Context: an optimization exercise on an open-source flow, tuned for small area. The choices shown serve that exercise and are no tape-out recipe.
The RTL was checked by simulation tests, not by an equivalence proof against the original design.
The clock port is modelled as an ideal driver; clocking choices that lean on that would not hold on a real chip.
Power is estimated from default activity; no workload was simulated.

==> inputs of branch cedar <==
==> flow/design.v <==
module top(
    input clk,
    input rstb,
    input uart_rx,
    output uart_tx,
    output logic [7:0] led_out,
    output logic [3:0] led_enb
);
    logic [26:0] cnt;
    wire led_tick = &cnt[23:0];
    logic [2:0] m7;
    always @(posedge clk or negedge rstb) begin
        if(~rstb) begin
            cnt <= 0;
            m7 <= 0;
        end else begin
            cnt <= cnt + 1;
            m7 <= {m7[1:0], ~(m7[2] ^ m7[1])};
        end
    end
    wire rx_en = (cnt[1:0] == 2'd3) && (m7 == 3'b100);    
    wire tx_en = rx_en && (cnt[5:2] == 4'hf);             
    wire ph1 = (cnt[1:0] == 2'd1) && (m7 == 3'b001);      
    wire ph2 = (cnt[1:0] == 2'd2) && (m7 == 3'b011);      
    logic rx_run;
    logic [3:0] bit_sel;
    logic [3:0] sample;
    logic [7:0] rx_data;
    always @(posedge clk or negedge rstb) begin
        if(~rstb) begin
            rx_run <= 0;
            bit_sel <= 0;
            sample <= 0;
        end else begin
            rx_run <= rx_run ? !(bit_sel == 4'd9 && sample == 4'd9) : !uart_rx;
            if(rx_en) begin
                if(!rx_run) begin
                    bit_sel <= 0;
                    sample <= 0;
                end else begin
                    sample <= sample + 1;
                    if(sample == 4'hf) bit_sel <= bit_sel + 1;
                end
            end
        end
    end
    always @(posedge clk) begin
        if(rx_en && rx_run && sample == 4'd8) rx_data <= {uart_rx, rx_data[7:1]};
    end
    wire rx_hold = rx_run && bit_sel == 4'd8 && sample == 4'd9;
    wire take1 = rx_hold && ph1;
    wire take2 = rx_hold && ph2;
    logic [2:0] cmd;
    wire hi_zero = rx_data[7:2] == 0;
    always @(posedge clk or negedge rstb) begin
        if(~rstb) begin
            cmd <= 0;
        end else if(take2) begin
            case(cmd)
                3'b000: cmd <= (hi_zero && !rx_data[1]) ? {1'b0, rx_data[0], !rx_data[0]} : 3'b000;
                3'b001: cmd <= hi_zero ? {1'b1, rx_data[1:0]} : 3'b011;
                default: cmd <= 3'b000;
            endcase
        end
    end
    logic [7:0] digit_ctrl;
    logic [7:0] digit_status;
    logic digit_run;
    always @(posedge clk or negedge rstb) begin
        if(~rstb) begin
            digit_ctrl <= 0;
        end else if(take1 && cmd[2]) begin
            digit_ctrl <= (cmd[1:0] == 2'b00) ? rx_data : 8'h0;
        end
    end
    always @(posedge clk or negedge rstb) begin
        if(~rstb) begin
            digit_run <= 0;
        end else if(take2 && rx_data[0] && cmd[2] && (cmd[1] ^ cmd[0])) begin
            digit_run <= cmd[0];
        end
    end
    always @(posedge clk or negedge rstb) begin
        if(~rstb) begin
            digit_status <= 0;
        end else if(digit_run && led_tick) begin
            digit_status <= digit_status + 1;
        end
    end
    logic [9:0] tx_sh;
    wire [7:0] answer = !hi_zero ? 8'h0 :
                        (rx_data[1:0] == 2'd0) ? digit_ctrl :
                        (rx_data[1:0] == 2'd3) ? digit_status : 8'h0;
    always @(posedge clk or negedge rstb) begin
        if(~rstb) begin
            tx_sh <= 10'h3ff;
        end else if(take1 && cmd == 3'b010) begin
            tx_sh <= {answer, 2'b01};
        end else if(tx_en) begin
            tx_sh <= {1'b1, tx_sh[9:1]};
        end
    end
    assign uart_tx = tx_sh[0];
    wire [1:0] digit = cnt[17:16];
    wire [7:0] loop = 8'h1 << cnt[26:24];
    assign led_enb = ~(4'h1 << digit);
    assign led_out = digit == 2'd0 ? digit_ctrl :
                     digit == 2'd1 ? digit_status :
                     digit == 2'd2 ? loop : ~loop;
endmodule
==> flow/flow/run.sh <==
#!/bin/bash
# Standard synthesis, then the combinational logic re-mapped by ABC for
# area, then the standard layout from floorplan to finish.
set -euo pipefail
RES=$PWD/orfs/results/$FLOW_PLATFORM/top/base
bash standard.sh synth > std_synth.log 2>&1
cp $RES/1_2_yosys.v std_1_2_yosys.v
export LIB=$FLOW_HOME/platforms/sky130hd/lib/sky130_fd_sc_hd__tt_025C_1v80.lib
export RES
export DONT_USE="$(make -s -C $FLOW_HOME DESIGN_CONFIG=$FLOW_CONFIG print-DONT_USE_CELLS 2>/dev/null | sed 's/^DONT_USE_CELLS[:=] *//')"
export ABC_SCRIPT="+strash;dch;amap;topo"
yosys -c flow/remap.tcl > remap.log 2>&1
rm -f $RES/1_synth.odb $RES/1_synth.sdc
export CTS_ARGS="-sink_clustering_enable -repair_clock_nets -dont_use_dummy_load"
bash standard.sh finish > std_finish.log 2>&1
==> flow/flow/remap.tcl <==
# Re-map the combinational logic of the standard synthesis for area.
# The flip-flops (and tie cells) are kept as they are, with their names.
set lib $::env(LIB)
set res $::env(RES)
set dont_use {}
foreach c $::env(DONT_USE) { lappend dont_use -dont_use $c }
yosys read_liberty -ignore_miss_func $lib
yosys read_verilog $res/1_2_yosys.v
yosys hierarchy -top top
yosys setattr -mod -set keep_hierarchy 1 sky130_fd_sc_hd__df* sky130_fd_sc_hd__edf* sky130_fd_sc_hd__sdf* sky130_fd_sc_hd__sedf* sky130_fd_sc_hd__conb*
yosys flatten
yosys opt_clean -purge
yosys stat -liberty $lib
yosys abc -liberty $lib {*}$dont_use -script $::env(ABC_SCRIPT)
yosys opt_clean -purge
yosys hilomap -singleton -hicell sky130_fd_sc_hd__conb_1 HI -locell sky130_fd_sc_hd__conb_1 LO
yosys insbuf -buf sky130_fd_sc_hd__buf_4 A X
yosys stat -liberty $lib
yosys select top
yosys write_verilog -noattr -nohex -nodec -selected $res/1_2_yosys.v
==> flow/standard.sh <==
#!/bin/bash
# synth_recipe.tcl (not shown) runs the flow's synth.tcl, then flattens the netlist and writes it again
# the make line also repeats each setting of config.mk as NAME=value (left out here)
make -C /OpenROAD-flow-scripts/flow DESIGN_CONFIG=/design/flow/config.mk WORK_HOME=/design/flow/orfs CLKGATE_MAP_FILE= SYNTH_SCRIPT=/design/flow/synth_recipe.tcl "${@:-finish}"
==> flow/config.mk <==
export PLATFORM = sky130hd
export DESIGN_NAME = top
export DESIGN_NICKNAME = top
export VERILOG_FILES = /design/flow/design.v
export SDC_FILE = /design/flow/constraint.sdc
export NUM_CORES = 4
export LEC_CHECK = 0
export CAP_MARGIN = 20
export CORE_MARGIN = 2
export CORE_UTILIZATION = 40
export SLEW_MARGIN = 20
==> flow/constraint.sdc <==
create_clock -name core_clock -period 5.0 [get_ports {clk}]
set_input_delay 1.0000 -clock core_clock [delete_from_list [all_inputs] [get_ports {clk}]]
set_output_delay 1.0000 -clock core_clock [all_outputs]
set_load 0.01 [all_outputs]
==> inputs of branch raven, as changes to branch cedar <==
==> flow/flow/run.sh (replaced) <==
#!/bin/bash
# Standard synthesis, then its combinational logic re-mapped by ABC for
# area (flip-flops kept with their names and cells), then the standard
# layout from floorplan to finish with smaller port buffers and no CTS
# dummy loads. Each tool writes its own log here.
set -euo pipefail
RES=$PWD/orfs/results/$FLOW_PLATFORM/top/base
bash standard.sh synth > std_synth.log 2>&1
cp $RES/1_2_yosys.v std_1_2_yosys.v
export LIB=$FLOW_HOME/platforms/sky130hd/lib/sky130_fd_sc_hd__tt_025C_1v80.lib
export RES
export DONT_USE="$(make -s -C $FLOW_HOME DESIGN_CONFIG=$FLOW_CONFIG print-DONT_USE_CELLS 2>/dev/null | sed 's/^DONT_USE_CELLS[:=] *//')"
# Twelve ABC runs (three waves of four) with different seeds of its deepsyn search, in parallel;
# the smallest netlist is kept (the standard one if every run fails).
export REMAP_IN=$PWD/std_1_2_yosys.v
M="amap,-F,5,-A,20"
for wave in "0 1 2 3" "4 5 6 7" "8 9 10 11"; do
  for s in $wave; do
    ( export ABC_SCRIPT="+strash;&get,-n;&deepsyn,-T,20,-S,$s;&put;dch,-f;$M;strash;dc2;dch,-f;$M;topo"
      export REMAP_OUT=$PWD/remap_$s.v
      timeout 600 yosys -c flow/remap.tcl > remap_$s.log 2>&1 || rm -f remap_$s.v ) &
  done
  wait
done
# A netlist whose logic shrank to under half of the standard synthesis's
# logic is taken as a failed run.
std_area=$(grep "Chip area for module '.top'" orfs/reports/$FLOW_PLATFORM/top/base/synth_stat.txt | head -1 | awk '{print $NF}' || true)
best=""; best_area=""
for s in 0 1 2 3 4 5 6 7 8 9 10 11; do
  [ -s remap_$s.v ] && [ -s remap_$s.v.area ] || continue
  a=$(grep "Chip area for module '.top'" remap_$s.v.area | head -1 | awk '{print $NF}' || true)
  [ -n "$a" ] || continue
  ff=$(grep "Chip area for module '.top'" remap_$s.log | head -1 | awk '{print $NF}' || true)
  if [ -n "$std_area" ] && [ -n "$ff" ] && awk "BEGIN{exit !(($a - $ff) < 0.5 * ($std_area - $ff))}"; then
    echo "remap seed $s: area $a rejected (standard $std_area, flip-flops $ff)" >> remap_choice.log; continue
  fi
  echo "remap seed $s: area $a" >> remap_choice.log
  if [ -z "$best" ] || awk "BEGIN{exit !($a < $best_area)}"; then best=$s; best_area=$a; fi
done
if [ -n "$best" ]; then
  echo "kept seed $best" >> remap_choice.log
  cp remap_$best.v $RES/1_2_yosys.v
else
  echo "kept the standard netlist" >> remap_choice.log
  cp std_1_2_yosys.v $RES/1_2_yosys.v
fi
rm -f $RES/1_synth.odb $RES/1_synth.sdc
export CTS_ARGS="-sink_clustering_enable -repair_clock_nets -dont_use_dummy_load -buf_list sky130_fd_sc_hd__clkbuf_4"
export BUFFER_PORTS_ARGS="-buffer_cell sky130_fd_sc_hd__buf_1"
export POST_CTS_TCL=$PWD/flow/post_cts.tcl
bash standard.sh finish > std_finish.log 2>&1
==> flow/flow/post_cts.tcl (new file) <==
# Upsize the clock buffers whose flip-flop clock pins see a slew above
# the threshold (estimated from placement parasitics).
proc my_upsize_clock_leaves {thr cell} {
  estimate_parasitics -placement
  foreach c [get_cells -filter "ref_name=~*clkbuf*"] {
    set out [get_pins -of_objects $c -filter "direction==output"]
    set w 0
    foreach p [get_pins -of_objects [get_nets -of_objects $out] -filter "direction==input"] {
      if {[get_property $p lib_pin_name] ne "CLK"} continue
      set v [get_property $p slew_max]
      if {$v > $w} { set w $v }
    }
    puts "clock buffer [get_full_name $c] [get_property $c ref_name] load slew $w"
    if {$w > $thr && [get_property $c ref_name] ne $cell} {
      puts "  upsizing to $cell"
      replace_cell $c [get_lib_cells */$cell]
      set changed 1
    }
  }
  if {[info exists changed]} {
    detailed_placement
    check_placement
    estimate_parasitics -placement
  }
}
my_upsize_clock_leaves 0.110 sky130_fd_sc_hd__clkbuf_8
==> flow/flow/remap.tcl (replaced) <==
# Re-map the combinational logic of the standard synthesis for area.
# The flip-flops (and tie cells) are kept as they are, with their names.
set lib $::env(LIB)
set in $::env(REMAP_IN)
set out $::env(REMAP_OUT)
set dont_use {}
foreach c $::env(DONT_USE) { lappend dont_use -dont_use $c }
yosys read_liberty -ignore_miss_func $lib
yosys read_verilog $in
yosys hierarchy -top top
yosys setattr -mod -set keep_hierarchy 1 sky130_fd_sc_hd__df* sky130_fd_sc_hd__edf* sky130_fd_sc_hd__sdf* sky130_fd_sc_hd__sedf* sky130_fd_sc_hd__conb*
yosys flatten
yosys opt_clean -purge
yosys stat -liberty $lib
yosys abc -liberty $lib {*}$dont_use -script $::env(ABC_SCRIPT)
yosys opt_clean -purge
yosys hilomap -singleton -hicell sky130_fd_sc_hd__conb_1 HI -locell sky130_fd_sc_hd__conb_1 LO
yosys insbuf -buf sky130_fd_sc_hd__buf_4 A X
yosys stat -liberty $lib
yosys select top
yosys tee -o $out.area stat -liberty $lib
yosys write_verilog -noattr -nohex -nodec -selected $out
- CORE_UTILIZATION: 40 -> 85
- PLACE_DENSITY: unset -> 0.95
==> comparison table <==
|  | branch cedar | branch raven |
|---|---|---|
| Result of the run | timing/DRC/antenna clean | failed layout checks |
| Violated checks | - | negative setup slack |
| Clk pwr | 353 uW | 308 uW |
| Placement row count | 34 | 22 |
| Number of stages on the worst setup path | 14 | 25 |
| Cell count after placement | 495 | 394 |
| Total area of multi-input combinational cells | 1300 um^2 | 1130 um^2 |
| First-pass GRT wire length | 12.2 mm | 15.6 mm |
| Setup tns final | 0 ns | -0.0596 ns |
| Detailed route wirelength on metal2 | 3.22 mm | 4.86 mm |
| Core footprint | 8550 um^2 | 3660 um^2 |
| Critical Path RT | 5.25 ns | 5.37 ns |
| Startpoint of the worst register-to-register path | cnt[0]$_DFF_PN0_ | cnt[1]$_DFF_PN0_ |
| Switching power of the nets | 203 uW | 218 uW |
| Fin crit share | 78.0% | 101% |

-- re-timing with driven ports --
Ports are ideal in the flow. The routed layouts listed here were re-timed in OpenROAD. Step 1 assumes that a clkbuf_16 drives the clock port and a buf_2 every other input. Step 2 times the ports against the registers' clock, not the clock port: input delays grow and output delays shrink by t, the midpoint of the rising clock arrivals with the driver on. Slacks: ideal / step 1 / step 2; pairs: ideal / step 1.
run	t (ns)	slack for setup (ns)	worst setup path at the end
branch cedar	0.365	1.099 / 1.099 / 1.099	register to register
branch raven	0.443	-0.060 / -0.060 / -0.060	register to register
